This is an optimization exercise on Yosys and OpenROAD, whose aim is small area and a short achievable clock period, not a production implementation.
Where RTL was checked, it was by simulation tests only, not by an equivalence proof against the original.

## Top_Module
module Top_Module(
    input clk,
    input wire [31:0] Num1,
    input wire [31:0] Num2,
    output reg [31:0] out
);
Size in the first run: roughly 2200 cells after synthesis, ~320 flip-flops, ~97 I/O pins.
clock: 11.0 ns
lec_check: 0
cap_margin: 20
core_margin: 2
core_utilization: 40
slew_margin: 20
synth_hierarchical: 1
synth_minimum_keep_size: 0
standard.sh (not shown) runs the stock make flow with config.mk's settings and CLKGATE_MAP_FILE= SYNTH_SCRIPT=/design/flow/synth_recipe.tcl, a recipe that flattens the netlist after the stock synthesis.
==> flow/flow/run.sh <==
#!/bin/bash
# Standard layout (the standard.sh) with two changes to how it is made:
# port buffers use buf_2 instead of the default delay-cell choice, and timing
# repair aims for a setup slack of 7.7 ns instead of 0. The clock period and
# all constraints are unchanged. Full tool output goes to standard.log.
bash standard.sh SETUP_SLACK_MARGIN=7.7 "BUFFER_PORTS_ARGS=-buffer_cell sky130_fd_sc_hd__buf_2" finish > standard.log 2>&1
The baseline completed with no timing, DRC or antenna violations.
==> next run, changes <==
==> flow/flow/run.sh (replaced) <==
#!/bin/bash
# Standard layout (the standard.sh) with two changes to how it is made:
# port buffers use buf_2 instead of the default delay-cell choice, and timing
# repair aims for a setup slack of 0 ns instead of 0. The clock period and
# all constraints are unchanged. Full tool output goes to standard.log.
bash standard.sh SETUP_SLACK_MARGIN=0 "BUFFER_PORTS_ARGS=-buffer_cell sky130_fd_sc_hd__buf_2" finish > standard.log 2>&1
What happened: The changed run finished with timing, DRC and antenna clean. Synthesized cell count stays the same. Final area drops by about 5%. Area after synthesis does not change. Worst setup slack loses 700 ps. Die area is unchanged.
Function was not checked in any run of this note: the RTL went through the layout flow alone.

Another version of the RTL of Top_Module (not shown whole).
Size in the first run: about 1900 cells after synthesis, ~270 flip-flops, roughly 97 I/O pins, about 21000 µm² of cells after synthesis.
clock: 11.0 ns
lec_check: 0
cap_margin: 20
core_margin: 2
core_utilization: 55
cts_cluster_diameter: 120
cts_cluster_size: 30
slew_margin: 20
synth_hierarchical: 1
synth_minimum_keep_size: 0
==> flow/flow/run.sh <==
#!/bin/bash
# Standard layout (the standard.sh) with two changes to how it is made:
# port buffers use buf_2 instead of the default delay-cell choice, and timing
# repair aims for a setup slack of 7.75 ns instead of 0. The clock period and
# all constraints are unchanged. Full tool output goes to standard.log.
bash standard.sh SETUP_SLACK_MARGIN=7.75 "BUFFER_PORTS_ARGS=-buffer_cell sky130_fd_sc_hd__buf_2" finish > standard.log 2>&1
Then changed:
==> flow/flow/run.sh (replaced) <==
#!/bin/bash
# Standard layout (the standard.sh) with two changes to how it is made:
# port buffers use buf_2 instead of the default delay-cell choice, and timing
# repair aims for a setup slack of 8.0 ns instead of 0. The clock period and
# all constraints are unchanged. Full tool output goes to standard.log.
bash standard.sh SETUP_SLACK_MARGIN=8.0 "BUFFER_PORTS_ARGS=-buffer_cell sky130_fd_sc_hd__buf_2" finish > standard.log 2>&1
After rerunning: Wire length rose by 5.7%. Design area rose by 5.9%. Core utilization rose by 3.7 points. Sequential share of layout area fell by 1.1 points.
Then changed:
==> flow/flow/run.sh (replaced) <==
#!/bin/bash
# Standard layout (the standard.sh) with two changes to how it is made:
# port buffers use buf_2 instead of the default delay-cell choice, and timing
# repair aims for a setup slack of 7.85 ns instead of 0. The clock period and
# all constraints are unchanged. Full tool output goes to standard.log.
bash standard.sh SETUP_SLACK_MARGIN=7.85 "BUFFER_PORTS_ARGS=-buffer_cell sky130_fd_sc_hd__buf_2" finish > standard.log 2>&1
- The changed run completed without violations
- core utilization fell by 4.0 points
- worst hold slack loses 5.8 ps
- cell count fell by 2.5%
- sequential share of layout area rose by 1.3 points
Then changed:
--- a/flow/config.mk
+++ b/flow/config.mk
@@ -8 +8 @@
-export CAP_MARGIN = 20
+export CAP_MARGIN = 5
@@ -13 +13 @@
-export SLEW_MARGIN = 20
+export SLEW_MARGIN = 5
Outcome: Register-to-register slack stays flat; maximum frequency grows slightly; final area grows slightly.

Top_Module, a different RTL version from the one above (not shown whole).
Size: ~2000 cells after synthesis, roughly 270 flip-flops, roughly 97 I/O pins, ~21000 um2 of cells after synthesis.
==> flow/design.v (excerpt) <==
module Top_Module(
    input clk,
    input wire [31:0] Num1,
    input wire [31:0] Num2,
    output reg [31:0] out
);
Settings: LEC_CHECK=0, CAP_MARGIN=20, CORE_MARGIN=2, CORE_UTILIZATION=55, CTS_CLUSTER_DIAMETER=100, CTS_CLUSTER_SIZE=20, SLEW_MARGIN=20, SYNTH_HIERARCHICAL=1, SYNTH_MINIMUM_KEEP_SIZE=0; clock period 11.0 ns.
==> flow/flow/run.sh <==
#!/bin/bash
# Standard layout (the standard.sh) with changes to how it is made only:
# port buffers are inserted by flow/ports.tcl (buf_1 on inputs, buf_2 on
# outputs) instead of the default cell choice, and timing repair aims for a
# setup slack of 7.85 ns instead of 0. The clock period and all constraints are
# unchanged. Full tool output goes to standard.log.
bash standard.sh SETUP_SLACK_MARGIN=7.85 DONT_BUFFER_PORTS=1 "PRE_GLOBAL_PLACE_TCL=$(pwd)/flow/ports.tcl" finish > standard.log 2>&1
==> flow/flow/ports.tcl <==
# Port buffers: every input and every output port gets a buffer, as in the
# standard flow; inputs a buf_1, outputs a buf_2.
buffer_ports -inputs -buffer_cell sky130_fd_sc_hd__buf_1
buffer_ports -outputs -buffer_cell sky130_fd_sc_hd__buf_2
Edit:
==> flow/flow/run.sh (replaced) <==
#!/bin/bash
# Standard layout (the standard.sh) with two changes to how it is made:
# port buffers use buf_2 instead of the default delay-cell choice, and timing
# repair aims for a setup slack of 7.85 ns instead of 0. The clock period and
# all constraints are unchanged. Full tool output goes to standard.log.
bash standard.sh SETUP_SLACK_MARGIN=7.85 "BUFFER_PORTS_ARGS=-buffer_cell sky130_fd_sc_hd__buf_2" finish > standard.log 2>&1
removed: flow/flow/ports.tcl
After rerunning: Clock-buffer cell count stays the same. Via count climbs by 1.6%. Worst hold slack gets better by 0.023 ns. Cell area climbs by 3.3%. Cell count climbs by 4.3%. Setup slack got worse by 0.0069 ns. Routed wire length is about the same.
Edit:
Settings changed: CORE_UTILIZATION 55 to 62, PLACE_DENSITY set to 0.72.
Effect:
- The new run produced a clean layout
- setup slack is better by 0.0092 ns
- flip-flop and latch count stays the same
- final cell count came out lower by a few percent

port drivers added, routing unchanged:
Ports are ideal in the flow. The routed layouts listed here were re-timed in OpenROAD.
Step 1 (the two cells are an assumption about what drives the block):
set clk [get_ports {clk}]
set_driving_cell -lib_cell sky130_fd_sc_hd__clkbuf_16 $clk
set_driving_cell -lib_cell sky130_fd_sc_hd__buf_2 [delete_from_list [all_inputs] $clk]
Step 2 moves the port delays by t, midway between the first and last clock arrival at a register: inputs arrive t later, outputs are due t later. That takes back most of the time a late clock gives input paths.
Slacks: no drivers / after step 1 / after step 2; pairs: no drivers / after step 1.
run	t, ns	setup slack, ns	hold slack, ns	clock arrival spread, ns	pins driven straight from the clock port
the first run of note 1	0.610	7.394 / 7.394 / 7.394	0.323 / 0.323 / 0.323	0.031 / 0.030	1
the second run of note 1	0.614	6.692 / 6.692 / 6.692	0.324 / 0.324 / 0.324	0.032 / 0.032	1
the first run of note 2	0.579	7.771 / 7.747 / 7.482	0.347 / 0.347 / 0.347	0.031 / 0.031	1
the second run of note 2	0.573	7.816 / 7.759 / 7.547	0.342 / 0.342 / 0.342	0.048 / 0.048	1
the third run of note 2	0.559	7.802 / 7.789 / 7.437	0.336 / 0.336 / 0.336	0.020 / 0.020	1
the fourth run of note 2	0.573	7.814 / 7.780 / 7.480	0.337 / 0.337 / 0.337	0.037 / 0.037	1
the first run of note 3	0.578	7.808 / 7.808 / 7.808	0.304 / 0.304 / 0.304	0.029 / 0.030	1
the second run of note 3	0.579	7.801 / 7.767 / 7.801	0.327 / 0.327 / 0.327	0.027 / 0.027	1
the third run of note 3	0.579	7.810 / 7.773 / 7.810	0.326 / 0.326 / 0.326	0.015 / 0.016	1
After both steps setup and hold are still met in every run listed. The setup slack of the third run of note 2, which loses most, moves by -0.013 ns with the drivers and by -0.365 ns with both steps.
